Background: an optimization exercise with open tools, aiming at small area, a short achievable clock period and few clock cycles per item. Do not read the settings as production practice.
In this exercise RTL edits were held to simulation tests only and were not proved equivalent to the original.
Power is estimated from default activity; no workload was simulated.

File: flow/config.mk
export PLATFORM = sky130hd
export DESIGN_NAME = lab08_md5
export DESIGN_NICKNAME = lab08_md5
export VERILOG_FILES = /design/flow/design.v
export SDC_FILE = /design/flow/constraint.sdc
export NUM_CORES = 4
export LEC_CHECK = 0
export CAP_MARGIN = 20
export CORE_MARGIN = 2
export CORE_UTILIZATION = 40
export SLEW_MARGIN = 20
File: flow/constraint.sdc
create_clock -name core_clock -period 11.0 [get_ports {clk}]
set_input_delay 2.2000 -clock core_clock [delete_from_list [all_inputs] [get_ports {clk}]]
set_output_delay 2.2000 -clock core_clock [all_outputs]
set_load 0.01 [all_outputs]
File: flow/design.v
`timescale 1ns / 1ps
module lab08_md5(
  input            clk,
  input            reset_n,
  input            start,
  input  [63:0]    msg_in,
  output           ready,
  output           done,
  output [127:0]   digest
);
localparam [3:0]  S_MAIN_INIT = 4'b0000, S_MAIN_SMD5 = 4'b0001,
                  S_MAIN_16WD = 4'b0010, S_MAIN_FGCA = 4'b0011,
                  S_MAIN_SHIF = 4'b0100, S_ADD2_ANSW = 4'b0101,
                  S_ANS2_HASH = 4'b0110, S_HASH2_128 = 4'b0111;
reg  [3:0] P, P_next;
reg  [0:511] msg;
reg  [0:31] h0,h1,h2,h3;
reg  [31:0] a,b,c,d;
reg  [31:0] f,g;
reg  [9:0] i;
reg  [0:63] guess_num;
reg  [0:127] guess_hash;
reg  [4:0]  r_i;
reg  [31:0] k_i;
always @(*) begin
  case (i[5:4])
    2'd0: case (i[1:0]) 2'd0: r_i = 5'd7; 2'd1: r_i = 5'd12; 2'd2: r_i = 5'd17; default: r_i = 5'd22; endcase
    2'd1: case (i[1:0]) 2'd0: r_i = 5'd5; 2'd1: r_i = 5'd9;  2'd2: r_i = 5'd14; default: r_i = 5'd20; endcase
    2'd2: case (i[1:0]) 2'd0: r_i = 5'd4; 2'd1: r_i = 5'd11; 2'd2: r_i = 5'd16; default: r_i = 5'd23; endcase
    default: case (i[1:0]) 2'd0: r_i = 5'd6; 2'd1: r_i = 5'd10; 2'd2: r_i = 5'd15; default: r_i = 5'd21; endcase
  endcase
end
always @(*) begin
  case (i[5:0])
    6'd0:  k_i = 32'hd76aa478; 6'd1:  k_i = 32'he8c7b756; 6'd2:  k_i = 32'h242070db; 6'd3:  k_i = 32'hc1bdceee;
    6'd4:  k_i = 32'hf57c0faf; 6'd5:  k_i = 32'h4787c62a; 6'd6:  k_i = 32'ha8304613; 6'd7:  k_i = 32'hfd469501;
    6'd8:  k_i = 32'h698098d8; 6'd9:  k_i = 32'h8b44f7af; 6'd10: k_i = 32'hffff5bb1; 6'd11: k_i = 32'h895cd7be;
    6'd12: k_i = 32'h6b901122; 6'd13: k_i = 32'hfd987193; 6'd14: k_i = 32'ha679438e; 6'd15: k_i = 32'h49b40821;
    6'd16: k_i = 32'hf61e2562; 6'd17: k_i = 32'hc040b340; 6'd18: k_i = 32'h265e5a51; 6'd19: k_i = 32'he9b6c7aa;
    6'd20: k_i = 32'hd62f105d; 6'd21: k_i = 32'h02441453; 6'd22: k_i = 32'hd8a1e681; 6'd23: k_i = 32'he7d3fbc8;
    6'd24: k_i = 32'h21e1cde6; 6'd25: k_i = 32'hc33707d6; 6'd26: k_i = 32'hf4d50d87; 6'd27: k_i = 32'h455a14ed;
    6'd28: k_i = 32'ha9e3e905; 6'd29: k_i = 32'hfcefa3f8; 6'd30: k_i = 32'h676f02d9; 6'd31: k_i = 32'h8d2a4c8a;
    6'd32: k_i = 32'hfffa3942; 6'd33: k_i = 32'h8771f681; 6'd34: k_i = 32'h6d9d6122; 6'd35: k_i = 32'hfde5380c;
    6'd36: k_i = 32'ha4beea44; 6'd37: k_i = 32'h4bdecfa9; 6'd38: k_i = 32'hf6bb4b60; 6'd39: k_i = 32'hbebfbc70;
    6'd40: k_i = 32'h289b7ec6; 6'd41: k_i = 32'heaa127fa; 6'd42: k_i = 32'hd4ef3085; 6'd43: k_i = 32'h04881d05;
    6'd44: k_i = 32'hd9d4d039; 6'd45: k_i = 32'he6db99e5; 6'd46: k_i = 32'h1fa27cf8; 6'd47: k_i = 32'hc4ac5665;
    6'd48: k_i = 32'hf4292244; 6'd49: k_i = 32'h432aff97; 6'd50: k_i = 32'hab9423a7; 6'd51: k_i = 32'hfc93a039;
    6'd52: k_i = 32'h655b59c3; 6'd53: k_i = 32'h8f0ccc92; 6'd54: k_i = 32'hffeff47d; 6'd55: k_i = 32'h85845dd1;
    6'd56: k_i = 32'h6fa87e4f; 6'd57: k_i = 32'hfe2ce6e0; 6'd58: k_i = 32'ha3014314; 6'd59: k_i = 32'h4e0811a1;
    6'd60: k_i = 32'hf7537e82; 6'd61: k_i = 32'hbd3af235; 6'd62: k_i = 32'h2ad7d2bb; default: k_i = 32'heb86d391;
  endcase
end
always @(posedge clk) begin
  if (~reset_n)
    P <= S_MAIN_INIT;
  else
    P <= P_next;
end
always @(*) begin
  case (P)
    S_MAIN_INIT:
      if (start == 1) P_next = S_MAIN_SMD5;
      else P_next = S_MAIN_INIT;
    S_MAIN_SMD5:
      P_next = S_MAIN_16WD;
    S_MAIN_16WD:
      if (i < 64) P_next = S_MAIN_FGCA;
      else P_next = S_ADD2_ANSW;
    S_MAIN_FGCA:
      P_next = S_MAIN_SHIF;
    S_MAIN_SHIF:
      P_next = S_MAIN_16WD;
    S_ADD2_ANSW:
      P_next = S_ANS2_HASH;
    S_ANS2_HASH:
      P_next = S_HASH2_128;
    S_HASH2_128:
      P_next = S_MAIN_INIT;
    default:
      P_next = S_MAIN_INIT;
  endcase
end
assign ready  = (P == S_MAIN_INIT);
assign done   = (P == S_HASH2_128);
assign digest = guess_hash;
always @(posedge clk) begin
  if (P == S_MAIN_INIT && start)
    guess_num <= msg_in;
end
always @(posedge clk) begin
  if (~reset_n || P_next == S_MAIN_SMD5)
    msg <= 0;
  else if (P == S_MAIN_SMD5) begin
    msg[0:63]    <= guess_num;
    msg[64:71]   <= 128;
    msg[448:455] <= 64;
  end
end
always @(posedge clk) begin
  if (~reset_n || (P == S_MAIN_SMD5)) begin
    a <= h0; b <= h1; c <= h2; d <= h3; i <= 0;
  end
  else if (P == S_MAIN_16WD && P_next == S_MAIN_FGCA) begin
    if (i < 16) begin
      f <= (b & c) | ((~b) & d);
      g <= i;
    end else if (i < 32) begin
      f <= (d & b) | ((~d) & c);
      g <= 5*i + 1;
    end else if (i < 48) begin
      f <= b ^ c ^ d;
      g <= 3*i + 5;
    end else if (i < 64) begin
      f <= c ^ (b | (~d));
      g <= 7*i;
    end
  end
  else if (P == S_MAIN_FGCA && P_next == S_MAIN_SHIF) begin
    if (i > 15) g <= {28'b0, g[3:0]};  
  end else if (P == S_MAIN_SHIF && P_next == S_MAIN_16WD) begin
    i <= i + 1;
    d <= c;
    c <= b;
    a <= d;
    b <= b + (((a + f + k_i + {msg[(32*g+24)+:8], msg[(32*g+16)+:8], msg[(32*g+8)+:8], msg[(32*g)+:8]}) << (r_i)) |
              ((a + f + k_i + {msg[(32*g+24)+:8], msg[(32*g+16)+:8], msg[(32*g+8)+:8], msg[(32*g)+:8]}) >> (32 - r_i)));
  end
end
always @(posedge clk) begin
  if (~reset_n || P_next == S_MAIN_SMD5) begin
    h0 <= 32'h67452301;
    h1 <= 32'hefcdab89;
    h2 <= 32'h98badcfe;
    h3 <= 32'h10325476;
  end else if (P == S_ADD2_ANSW && P_next == S_ANS2_HASH) begin
    h0 <= h0 + a;
    h1 <= h1 + b;
    h2 <= h2 + c;
    h3 <= h3 + d;
  end
end
always @(posedge clk) begin
  if (~reset_n || P_next == S_MAIN_SMD5)
    guess_hash <= 0;
  else if (P == S_ANS2_HASH && P_next == S_HASH2_128) begin
    guess_hash[ 0:  7] <= h0[24:31]; guess_hash[  8: 15] <= h0[16:23]; guess_hash[ 16: 23] <= h0[8:15]; guess_hash[ 24: 31] <= h0[0:7];
    guess_hash[32: 39] <= h1[24:31]; guess_hash[ 40: 47] <= h1[16:23]; guess_hash[ 48: 55] <= h1[8:15]; guess_hash[ 56: 63] <= h1[0:7];
    guess_hash[64: 71] <= h2[24:31]; guess_hash[ 72: 79] <= h2[16:23]; guess_hash[ 80: 87] <= h2[8:15]; guess_hash[ 88: 95] <= h2[0:7];
    guess_hash[96:103] <= h3[24:31]; guess_hash[104:111] <= h3[16:23]; guess_hash[112:119] <= h3[8:15]; guess_hash[120:127] <= h3[0:7];
  end
end
endmodule
File: flow/run.sh
#!/bin/bash
# synth_recipe.tcl (not shown) runs the flow's synth.tcl, then flattens the netlist and writes it again
# the make line also repeats each setting of config.mk as NAME=value (left out here)
make -C /OpenROAD-flow-scripts/flow DESIGN_CONFIG=/design/flow/config.mk WORK_HOME=/design/flow/orfs CLKGATE_MAP_FILE= SYNTH_SCRIPT=/design/flow/synth_recipe.tcl finish
==> notes.md <==
[registers in the layout (all words and copies together), names as in the netlist, 32 cells and up]
register / count
f: 32
h0: 32
c: 32
k_i: 32
b: 32
h3: 32
guess_num: 64
h1: 32
msg: 65
d: 32
guess_hash: 128
h2: 32
a: 32
[stage by stage]
step / utilization / cell area (um^2) / instances
6_report: 0.454 / 47100 / 6673
5_1_grt: 0.454 / 47100 / 6672
4_1_cts: 0.454 / 47100 / 6671
3_3_place_gp: 0.432 / 44800 / 6538
3_5_place_dp: 0.432 / 44800 / 6538
2_1_floorplan: - / 42000 / 5283
[per-layer routing]
metal | global-route usage | routed length (um)
met1 | 0.392 | 67800
met2 | 0.426 | 67200
met3 | 0.0514 | 14000
met4 | 0.112 | 6310
met5 | 0.00177 | 13
[cell families (layout without fill, tap and decap cells)]
| group | count (synthesis) | in the layout | share of synthesized area |
|---|---|---|---|
| buf+inv | 478 | 487 | 0.0439 |
| fa+ha+maj | 304 | 304 | 0.103 |
| mux | 149 | 149 | 0.0400 |
| other cells | 0 | 1 | 0 |
| compound gates | 1608 | 1608 | 0.237 |
| flops | 596 | 596 | 0.339 |
| xor+xnor | 209 | 209 | 0.0439 |
| simple gates | 1939 | 1939 | 0.192 |
[worst register-to-register path, delay by kind of cell, from the launching register on]
| kind | cells | cell delay, ns |
|---|---|---|
| compound gates | 16 | 4.31 |
| xor+xnor | 1 | 0.17 |
| fa+ha+maj | 5 | 1.86 |
| buf+inv | 1 | 0.25 |
| flops | 1 | 0.41 |
| mux | 2 | 0.44 |
| simple gates | 6 | 1.40 |
[final cells by class]
class / count / area (um^2)
inverter: 94 / 353
sequential: 596 / 14200
tap: 1380 / 1730
fill: 10300 / 56700
timing repair buffer: 260 / 2460
multi-input combinational: 4209 / 26000
clock buffer: 102 / 2070
antenna: 1 / 2.50
clock inverter: 31 / 255
[Yosys cell counts, drive strengths merged, types with 89 or more instances]
master,count,area [um^2]
nand2,1150,4320
a21oi,670,3360
nor2,415,1560
dfxtp,366,7330
clkbuf,324,1220
o21ai,263,1320
ha,232,2900
edfxtp,230,6910
xnor2,144,1260
a21o,107,803
inv,92,345
mux2i,90,901
nand3,89,450
[where the power goes]
part	internal, mW	leakage, nW	total, mW	switching (mW)
Sequential	2.48	5.18	2.83	0.349
Clock	1.35	1.14	2.37	1.02
Combinational	1.27	11.8	3.18	1.91
Total	5.10	18.1	8.39	3.28
[worst paths after layout]
| path | end | start |
|---|---|---|
| hold / removal | guess_hash[2]$_SDFFE_PP0P_ | guess_hash[2]$_SDFFE_PP0P_ |
| setup / recovery | b[24]$_DFFE_PP_ | g[3]$_DFFE_PP_ |
| setup reg to reg | b[24]$_DFFE_PP_ | g[3]$_DFFE_PP_ |
| hold reg to reg | guess_hash[2]$_SDFFE_PP0P_ | guess_hash[2]$_SDFFE_PP0P_ |
==> notes.md <==
CTS Hold Bufs 0; CP most frequent cell fa_1; hold path depth 2; worst hold slack 0.451 ns; CP Launch Type flop; DPL Wire Length 113000 um; flops & latches, synth 596; Place WS 1.80 ns; PwrDens 178 nW/um^2; largest net degree at the start of global routing 165; Initial Utilization 0.404; Fmax 110 MHz; Reg clk slew, reported paths 0.06 ns; row cnt 118; TritonCTS Sinks 596; TritonCTS Buffers 72; unrepaired setup endpoints after global routing false; Post-Route Setup TNS 0 ns; FFs w/ async S/R, synth 0; first drt pass iteration count 6; most common cell after layout, fill and taps aside nand2_1; slowest CP cell a2111oi_0; Levels on crit path 31; Max clock buf depth 3; Core Region 104000 um^2; Max VDD drop 0.106 mV; Hold Fails Final Rpt 0; die height 328 um; initial drt markers 4583; IO Pins 197; Final Skew 0.0366 ns; most frequent cells in the layout 1142 x nand2_1, 668 x a21oi_1, 412 x nor2_1; data arrival time of the critical path 9.46 ns; leak pwr 18.1 nW; Post-CTS Setup Bufs 0; Slew headroom 0.144; gate count after technology mapping 5283; Crit. End Element flop; Max Cap Viol 0; die area 108000 um^2; critical path class flop to flop; Ys Warns 1; drt drc 0; Skew-Pair Late Insertion Delay 0.66 ns; Total GRT Usage 0.280; root buf cell clkbuf_16; Vias/cell 5.95; remaining antenna violation count after routing 0; drt wl/cell 23.3 um; CP Buf/Inv Count 1; first-pass GRT wire length 231000 um; cells on worst reg2reg path 31; CP required 11.37 ns; number of global-route vias before repair 36400; Finish-stage setup viols 0; Horiz. Die Dim 328 um; Avg Inst Size Synth 7.95 um^2; Post-Syn Nets 5654; final count of pins violating max slew 0; gpl congestion 0.993; status complete, no violations; post-synthesis sequential area ratio 0.339; area grow syn2layout 12.3%; Pwr Total 8.39 mW; final worst slack 1.92 ns; layout net count 5604; via count 39700; layout cells sized above 1 0.0586; Top delay family on crit path compound AO/OA/AOI/OAI gates; crit-path max FO 30; CTS tree yes; WL final 155000 um; Buffers on Ports 196; CTS H-tree lvls 3; Synth Cell Area 42000 um^2; CP max stage delay 0.65 ns; # resized after CTS 0; initial antenna violation count 12; worst min-delay path class flop to flop; R2R setup slack 1.92 ns; Final min period 9.08 ns; slew at the pin closest to its max-slew limit 1.28 ns; Cell variety after synth 105; Overflow after GRT 0; Most used DFF post-synth dfxtp_1; Tcrit/Tclk final 0.826; number of synthesized flops with an enable pin 230
Testbench counts, summed over its fixed seeds: cycles 38,016, hashes 192.

afterwards: timing with drivers on the ports:
The results above use ideal ports. As a check the final layout listed here was re-extracted and re-timed, cells and wires unchanged.
Step 1, drivers: a clkbuf_16 drives clk and a buf_2 each remaining input, both assumed.
Step 2 moves the port delays by t, midway between the first and last clock arrival at a register: inputs arrive t later, outputs are due t later. That takes back most of the time a late clock gives input paths.
Three values: no drivers, after step 1, after step 2; two values: the first two.
t (ns): 0.721
slack for setup (ns): 1.916 / 1.916 / 1.916
worst slew at a driven data input, ns: 0.05
cell pins on the clock port's net: 1
After both steps setup and hold are still met in this run. For this run, drivers alone change the setup slack by 0.000 ns; drivers and shift together by 0.000 ns.
